Context: an optimization exercise on an open-source flow, tuned for small area. The choices shown serve that exercise and are no tape-out recipe.
Where RTL was checked, it was by simulation tests only, not by an equivalence proof against the original.

==> module RNG, before the edit <==
module RNG(
    input clk,
    input seedReset,
    input reset,
    input randSig,
    input tmode,
    input [18:0] timerNext,
    output reg [31:0] seed,
    output [18:0] timer,
    output [2:0] color       
    );
function [1:0] add3;
	input [1:0] a;
	input [1:0] b;
	reg [2:0] t;
	begin
		t = a + b;
		add3 = (t >= 3'd6) ? t - 3'd6 : (t >= 3'd3) ? t - 3'd3 : t[1:0];
	end
endfunction
reg [1:0] sig;
always @ (posedge clk)
	if (seedReset) begin
		seed <= 32'd1;
		sig <= 2'd1;
	end
	else begin
		seed <= seed + 32'd1;
		sig <= (sig == 2'd2) ? 2'd0 : sig + 2'd1;
	end
reg [31:0] r;
reg [1:0] rho;               
reg pend;
reg isSeeded;
function [32:0] add32;
	input [31:0] a;
	input [31:0] b;
	input ci;
	reg c;
	integer j;
	begin
		c = ci;
		for (j = 0; j < 32; j = j + 1) begin
			add32[j] = a[j] ^ b[j] ^ c;
			c = (a[j] & b[j]) | (c & (a[j] ^ b[j]));
		end
		add32[32] = c;
	end
endfunction
function [32:0] times7;
	input [31:0] x;
	input p;
	reg c;
	reg a;
	reg b;
	integer j;
	begin
		c = 1'b1;
		for (j = 0; j < 32; j = j + 1) begin
			a = (j >= 3) ? x[j-3] : p;
			b = ~x[j];
			times7[j] = a ^ b ^ c;
			c = (a & b) | (c & (a ^ b));
		end
		times7[32] = c;
	end
endfunction
wire [32:0] m3r  = add32({r[30:0], pend}, r, pend);
wire [32:0] m49  = add32({m3r[27:0], {4{pend}}}, r, pend);
wire [32:0] m343 = times7(m49[31:0], pend);
wire bOnes = &m343[30:1];
wire k = bOnes & (m343[0] | m343[31]);
wire [31:0] nxt = k ? 32'd0 : {1'b0, m343[30:0]};
wire nxtPend = k ? (m343[31] & m343[0]) : m343[31];
wire [1:0] hx = add3(m3r[31:30], m3r[29:28]);    
wire [1:0] neg49 = add3(add3(hx, {1'b0, r[31]}), {1'b0, m3r[32]} + {1'b0, m49[32]});
wire [1:0] rho49 = add3(rho, (neg49 == 2'd0) ? 2'd0 : 2'd3 - neg49);
wire [1:0] hh = add3({1'b0, m49[31]}, m49[30:29]);        
wire [1:0] neg343 = add3(add3(hh, {1'b0, m343[32]}), {1'b0, m343[31]} + {1'b0, k});
wire [1:0] rhoNxt = add3(add3(rho49, 2'd1), (neg343 == 2'd0) ? 2'd0 : 2'd3 - neg343);
always @ (posedge clk)
	if (randSig) begin
		r <= tmode ? {m49[31:19], timerNext} : m49[31:0];
		rho <= rho49;
	end
	else if (!isSeeded) begin
		r <= tmode ? {seed[31:19], timerNext} : seed;
		rho <= sig;
		pend <= 1'b0;
	end
	else begin
		r <= tmode ? {nxt[31:19], timerNext} : nxt;
		rho <= rhoNxt;
		pend <= nxtPend;
	end
assign timer = r[18:0];
always @ (posedge clk)
	if (reset)
		isSeeded <= 1'b0;
	else if (!randSig)
		isSeeded <= 1'b1;
wire par = r[0] ^ pend;
assign color = par ? ((rho == 2'd1) ? 3'd2 : (rho == 2'd0) ? 3'd4 : 3'd6)
                    : ((rho == 2'd0) ? 3'd1 : (rho == 2'd2) ? 3'd3 : 3'd5);
endmodule
Settings: LEC_CHECK=0, CAP_MARGIN=20, CORE_MARGIN=2, CORE_UTILIZATION=70, CTS_BUF_LIST=sky130_fd_sc_hd__clkbuf_8, CTS_CLUSTER_DIAMETER=100, CTS_CLUSTER_SIZE=12, SLEW_MARGIN=20; clock period 50.0 ns.
standard.sh (not shown) runs the stock make flow with config.mk's settings and CLKGATE_MAP_FILE= SYNTH_SCRIPT=/design/flow/synth_recipe.tcl, a recipe that flattens the netlist after the stock synthesis.
==> flow/flow/run.sh <==
#!/bin/bash
# The standard layout, with two changes to how it is made:
#  - the port buffers are the smallest buffer cell;
#  - after floorplanning, every logic cell that synthesis gave a stronger drive
#    than it needs is put back to the smallest cell of its kind (the design has
#    lots of slack); placement's own repair then resizes whatever still needs it.
set -euo pipefail
export BUFFER_PORTS_ARGS="-buffer_cell sky130_fd_sc_hd__buf_1"
bash standard.sh floorplan > standard_floorplan.log 2>&1
openroad -no_init -exit flow/downsize.tcl > downsize.log 2>&1
bash standard.sh > standard.log 2>&1
==> flow/flow/downsize.tcl <==
# Swap each logic cell for the smallest cell of the same kind (same function and
# pins, drive strength _0/_1/_2), in the floorplan database, before placement.
set odb_file orfs/results/sky130hd/MatchingGame/base/2_floorplan.odb
read_db $odb_file
set db [ord::get_db]
set block [ord::get_db_block]
set n 0
set saved 0
foreach inst [$block getInsts] {
  set m [$inst getMaster]
  set name [$m getName]
  if {![regexp {^(sky130_fd_sc_hd__[a-z0-9]+)_([0-9]+)$} $name -> base drive]} { continue }
  if {[regexp {clk|dly|tap|fill|decap|conb|df|dl|sdf|probe|lpflow|diode} $base]} { continue }
  set bestM $m
  set bestA [expr {[$m getWidth] * [$m getHeight]}]
  set a0 $bestA
  foreach d {0 1 2} {
    set c [$db findMaster ${base}_$d]
    if {$c eq "NULL" || $c eq ""} { continue }
    set a [expr {[$c getWidth] * [$c getHeight]}]
    if {$a < $bestA} {
      set bestM $c
      set bestA $a
    }
  }
  if {$bestM ne $m} {
    $inst swapMaster $bestM
    incr n
    set saved [expr {$saved + $a0 - $bestA}]
  }
}
puts "downsized $n instances, [expr {$saved / 1e6}] um2"
write_db $odb_file
The starting point finished with timing, DRC and antenna clean.
Then changed:
--- a/flow/design.v
+++ b/flow/design.v
@@ -48,6 +48,21 @@
 		add32[32] = c;
 	end
 endfunction
+function [28:0] add28;
+	input [27:0] a;
+	input [27:0] b;
+	input ci;
+	reg c;
+	integer j;
+	begin
+		c = ci;
+		for (j = 0; j < 28; j = j + 1) begin
+			add28[j] = a[j] ^ b[j] ^ c;
+			c = (a[j] & b[j]) | (c & (a[j] ^ b[j]));
+		end
+		add28[28] = c;
+	end
+endfunction
 function [32:0] times7;
 	input [31:0] x;
 	input p;
@@ -66,15 +81,14 @@
 		times7[32] = c;
 	end
 endfunction
-wire [32:0] m3r  = add32({r[30:0], pend}, r, pend);
+wire [28:0] m3r  = add28({r[26:0], pend}, r[27:0], pend);
 wire [32:0] m49  = add32({m3r[27:0], {4{pend}}}, r, pend);
 wire [32:0] m343 = times7(m49[31:0], pend);
 wire bOnes = &m343[30:1];
 wire k = bOnes & (m343[0] | m343[31]);
 wire [31:0] nxt = k ? 32'd0 : {1'b0, m343[30:0]};
 wire nxtPend = k ? (m343[31] & m343[0]) : m343[31];
-wire [1:0] hx = add3(m3r[31:30], m3r[29:28]);    
-wire [1:0] neg49 = add3(add3(hx, {1'b0, r[31]}), {1'b0, m3r[32]} + {1'b0, m49[32]});
+wire [1:0] neg49 = add3({1'b0, r[27]}, {1'b0, m3r[28]} + {1'b0, m49[32]});
 wire [1:0] rho49 = add3(rho, (neg49 == 2'd0) ? 2'd0 : 2'd3 - neg49);
 wire [1:0] hh = add3({1'b0, m49[31]}, m49[30:29]);        
 wire [1:0] neg343 = add3(add3(hh, {1'b0, m343[32]}), {1'b0, m343[31]} + {1'b0, k});
- sequential cell count does not change
- synthesized area drops by 1.3%
- via count shrinks by 2.6%
- worst hold slack is about the same
- global-route usage decreases by 0.58 points
- fmax grows by 14%
- count of clock-buffer cells in the layout does not change
- final cell count is lower by 0.90%

* * *

Setup of rev 12:
Another version of the RTL of MatchingGame (not shown whole).
Size in the first run: ~1500 cells after synthesis, about 220 flip-flops, roughly 14000 um2 of cells after synthesis.
==> module RNG, before the edit <==
module RNG(
    input clk,
    input seedReset,
    input reset,
    input randSig,
    input tmode,
    input [18:0] timerNext,
    output reg [31:0] seed,
    output [18:0] timer,
    output [2:0] color       
    );
function [1:0] add3;
	input [1:0] a;
	input [1:0] b;
	reg [2:0] t;
	begin
		t = a + b;
		add3 = (t >= 3'd6) ? t - 3'd6 : (t >= 3'd3) ? t - 3'd3 : t[1:0];
	end
endfunction
reg [1:0] sig;
reg [31:0] seedInc;
reg sc;
integer i1;
always @ (*) begin
	sc = 1'b1;
	for (i1 = 0; i1 < 32; i1 = i1 + 1) begin
		seedInc[i1] = seed[i1] ^ sc;
		sc = seed[i1] & sc;
	end
end
always @ (posedge clk)
	if (seedReset) begin
		seed <= 32'd1;
		sig <= 2'd1;
	end
	else begin
		seed <= seedInc;
		sig <= (sig == 2'd2) ? 2'd0 : sig + 2'd1;
	end
reg [31:0] r;
reg [1:0] rho;               
reg pend;
reg isSeeded;
function [32:0] add32;
	input [31:0] a;
	input [31:0] b;
	input ci;
	reg c;
	integer j;
	begin
		c = ci;
		for (j = 0; j < 32; j = j + 1) begin
			add32[j] = a[j] ^ b[j] ^ c;
			c = (a[j] & b[j]) | (c & (a[j] ^ b[j]));
		end
		add32[32] = c;
	end
endfunction
function [28:0] add28;
	input [27:0] a;
	input [27:0] b;
	input ci;
	reg c;
	integer j;
	begin
		c = ci;
		for (j = 0; j < 28; j = j + 1) begin
			add28[j] = a[j] ^ b[j] ^ c;
			c = (a[j] & b[j]) | (c & (a[j] ^ b[j]));
		end
		add28[28] = c;
	end
endfunction
function [32:0] times7;
	input [31:0] x;
	input p;
	reg c;
	reg a;
	reg b;
	integer j;
	begin
		c = 1'b1;
		for (j = 0; j < 32; j = j + 1) begin
			a = (j >= 3) ? x[j-3] : p;
			b = ~x[j];
			times7[j] = a ^ b ^ c;
			c = (a & b) | (c & (a ^ b));
		end
		times7[32] = c;
	end
endfunction
wire [28:0] m3r  = add28({r[26:0], pend}, r[27:0], pend);
wire [32:0] m49  = add32({m3r[27:0], {4{pend}}}, r, pend);
wire [32:0] m343 = times7(m49[31:0], pend);
wire bOnes = &m343[30:1];
wire k = bOnes & (m343[0] | m343[31]);
wire [31:0] nxt = k ? 32'd0 : {1'b0, m343[30:0]};
wire nxtPend = k ? (m343[31] & m343[0]) : m343[31];
wire [1:0] neg49 = add3({1'b0, r[27]}, {1'b0, m3r[28]} + {1'b0, m49[32]});
wire [1:0] rho49 = add3(rho, (neg49 == 2'd0) ? 2'd0 : 2'd3 - neg49);
wire [1:0] hh = add3({1'b0, m49[31]}, m49[30:29]);        
wire [1:0] neg343 = add3(add3(hh, {1'b0, m343[32]}), {1'b0, m343[31]} + {1'b0, k});
wire [1:0] rhoNxt = add3(add3(rho49, 2'd1), (neg343 == 2'd0) ? 2'd0 : 2'd3 - neg343);
always @ (posedge clk)
	if (randSig) begin
		r <= tmode ? {m49[31:19], timerNext} : m49[31:0];
		rho <= rho49;
	end
	else if (!isSeeded) begin
		r <= tmode ? {seed[31:19], timerNext} : seed;
		rho <= sig;
		pend <= 1'b0;
	end
	else begin
		r <= tmode ? {nxt[31:19], timerNext} : nxt;
		rho <= rhoNxt;
		pend <= nxtPend;
	end
assign timer = r[18:0];
always @ (posedge clk)
	if (reset)
		isSeeded <= 1'b0;
	else if (!randSig)
		isSeeded <= 1'b1;
wire par = r[0] ^ pend;
assign color = par ? ((rho == 2'd1) ? 3'd2 : (rho == 2'd0) ? 3'd4 : 3'd6)
                    : ((rho == 2'd0) ? 3'd1 : (rho == 2'd2) ? 3'd3 : 3'd5);
endmodule
==> module vga, before the edit <==
module vga(
	input wire clk,
	input wire reset,
	input wire [1:0] phase,
	input wire [3:0] cursor,
	input wire [3:0] sel0,
	input wire [3:0] sel1,
	input wire cnt1,
	input wire cnt2,
	input wire gate,           
	input wire [2:0] rd,
	output wire [3:0] idx,
    output reg [7:0] rgb,
    output wire hsync,
    output wire vsync
    );
	wire en   = (phase == 2'd2);
	wire samp = (phase == 2'd3);
	reg [3:0] qx, qy;
	reg [5:0] rx, ry;
	function [5:0] inc6;
		input [5:0] v;
		reg c;
		integer j;
		begin
			c = 1'b1;
			for (j = 0; j < 6; j = j + 1) begin
				inc6[j] = v[j] ^ c;
				c = v[j] & c;
			end
		end
	endfunction
	function [3:0] inc4;
		input [3:0] v;
		reg c;
		integer j;
		begin
			c = 1'b1;
			for (j = 0; j < 4; j = j + 1) begin
				inc4[j] = v[j] ^ c;
				c = v[j] & c;
			end
		end
	endfunction
	always @ (posedge clk) begin
		if (reset) begin
			qx <= 4'd0;
			rx <= 6'd40;
			qy <= 4'd2;
			ry <= 6'd0;
		end
		else if (en) begin
			if (qx == 4'd14) begin
				qx <= 4'd0;
				rx <= 6'd40;
				if (qy == 4'd10 && ry == 6'd45) begin
					qy <= 4'd2;
					ry <= 6'd0;
				end
				else if (ry == 6'd59) begin
					ry <= 6'd0;
					qy <= inc4(qy);
				end
				else
					ry <= inc6(ry);
			end
			else if (rx == 6'd59) begin
				rx <= 6'd0;
				qx <= inc4(qx);
			end
			else
				rx <= inc6(rx);
		end
	end
	assign hsync = ~((qx == 4'd11 && rx >= 6'd36) || qx == 4'd12 || (qx == 4'd13 && rx < 6'd12));
	assign vsync = ~(qy == 4'd10 && (ry == 6'd10 || ry == 6'd11));
	assign idx = {qy[1:0], qx[1:0]};
	reg [2:0] vid;
	always @ (posedge clk)
		if (samp)
			vid <= gate ? 3'd0 : rd;
	wire inb   = (qx[3:2] == 2'b01) && (qy[3:2] == 2'b01);
	wire edgeb = (qx == 4'd4 && rx < 6'd2) || (qx == 4'd7 && rx >= 6'd58) ||
	             (qy == 4'd4 && ry == 6'd0) || (qy == 4'd7 && ry == 6'd59);
	wire curs  = (qx[1:0] == cursor[1:0]) && (qy[1:0] == cursor[3:2]) &&
	             rx >= 6'd20 && rx < 6'd40 && ry >= 6'd20 && ry < 6'd40;
	wire card1 = (qx[1:0] == sel0[1:0]) && (qy[1:0] == sel0[3:2]);
	wire card2 = (qx[1:0] == sel1[1:0]) && (qy[1:0] == sel1[3:2]);
	wire showc = (cnt1 & card1) | (cnt2 & (card1 | card2));
	reg [3:0] code;
	always @ (posedge clk)
		if (reset)
			code <= 4'd0;
		else if (en) begin
			if (!inb)
				code <= 4'd0;
			else if (edgeb || curs)
				code <= 4'b1001;
			else if (showc)
				code <= {1'b0, vid};
			else if (vid == 3'd0)
				code <= 4'd0;
			else
				code <= 4'b1000;
		end
	always @ (*)
		if (code[3])
			rgb = code[0] ? 8'b11111111 : 8'b10100100;
		else
			case (code[2:0])
				3'b000: rgb = 8'b00000000;
				3'b001: rgb = 8'b11110000;
				3'b010: rgb = 8'b00111111;
				3'b011: rgb = 8'b11000111;
				3'b100: rgb = 8'b00111000;
				3'b101: rgb = 8'b00000111;
				3'b110: rgb = 8'b11000000;
				default: rgb = 8'b00011111;
			endcase
endmodule
clock: 50.0 ns
lec_check: 0
cap_margin: 20
core_margin: 2
core_utilization: 70
cts_buf_list: sky130_fd_sc_hd__clkbuf_8
cts_cluster_diameter: 110
cts_cluster_size: 16
slew_margin: 20
Scripts as last shown in full above: flow/flow/run.sh, flow/flow/downsize.tcl
Modified inputs, rev 13 compared to rev 12
--- a/flow/design.v
+++ b/flow/design.v
@@ -21,14 +21,4 @@
 endfunction
 reg [1:0] sig;
-reg [31:0] seedInc;
-reg sc;
-integer i1;
-always @ (*) begin
-	sc = 1'b1;
-	for (i1 = 0; i1 < 32; i1 = i1 + 1) begin
-		seedInc[i1] = seed[i1] ^ sc;
-		sc = seed[i1] & sc;
-	end
-end
 always @ (posedge clk)
 	if (seedReset) begin
@@ -37,5 +27,5 @@
 	end
 	else begin
-		seed <= seedInc;
+		seed <= seed + 32'd1;
 		sig <= (sig == 2'd2) ? 2'd0 : sig + 2'd1;
 	end
@@ -333,28 +323,4 @@
 	reg [3:0] qx, qy;
 	reg [5:0] rx, ry;
-	function [5:0] inc6;
-		input [5:0] v;
-		reg c;
-		integer j;
-		begin
-			c = 1'b1;
-			for (j = 0; j < 6; j = j + 1) begin
-				inc6[j] = v[j] ^ c;
-				c = v[j] & c;
-			end
-		end
-	endfunction
-	function [3:0] inc4;
-		input [3:0] v;
-		reg c;
-		integer j;
-		begin
-			c = 1'b1;
-			for (j = 0; j < 4; j = j + 1) begin
-				inc4[j] = v[j] ^ c;
-				c = v[j] & c;
-			end
-		end
-	endfunction
 	always @ (posedge clk) begin
 		if (reset) begin
@@ -374,15 +340,15 @@
 				else if (ry == 6'd59) begin
 					ry <= 6'd0;
-					qy <= inc4(qy);
+					qy <= qy + 4'd1;
 				end
 				else
-					ry <= inc6(ry);
+					ry <= ry + 6'd1;
 			end
 			else if (rx == 6'd59) begin
 				rx <= 6'd0;
-				qx <= inc4(qx);
+				qx <= qx + 4'd1;
 			end
 			else
-				rx <= inc6(rx);
+				rx <= rx + 6'd1;
 		end
 	end
[summary]
- Minimum clock period after layout, rev 12 and rev 13: smaller value in rev 12
- Comparing rev 12 and rev 13, detailed-route via count is higher on rev 13.
- [rev 13] setup slack after layout fell 1.48 ns relative to rev 12
- In the final reports, the cell area of rev 13 is larger than that of rev 12.
- [compare] base=rev 12 new=rev 13: final cell utilization of the core lost 1.1 points; async set or reset register ratio after synthesis neither gained nor lost much; clock buffer and inverter area fraction after layout neither gained nor lost much; met3 usage neither gained nor lost much.
Function not checked in rev 12: the RTL went through the layout flow alone.

## port drivers added, routing unchanged
How much do the figures lean on ideal ports? The routed layouts below were timed once more, with nothing changed but the port constraints.
Step 1 sets driving cells, clkbuf_16 on the clock port and buf_2 on the other inputs (assumed; they add their load-dependent delay and slew).
Step 2 moves the port delays by t, midway between the first and last clock arrival at a register: inputs arrive t later, outputs are due t later. That takes back most of the time a late clock gives input paths.
Three values: no drivers, after step 1, after step 2; two values: the first two.
run | t (ns) | setup WS [ns] | worst setup path after step 2 | worst register clock-pin slew, ns
the first run of note 1 | 0.573 | 27.626 / 27.626 / 27.626 | register to register | 0.09 / 0.09
the second run of note 1 | 0.585 | 30.348 / 30.348 / 30.348 | register to register | 0.10 / 0.10
rev 12 | 0.569 | 31.836 / 31.836 / 31.836 | register to register | 0.11 / 0.11
rev 13 | 0.573 | 30.353 / 30.353 / 30.353 | register to register | 0.11 / 0.11
After both steps setup and hold are still met in every run listed.
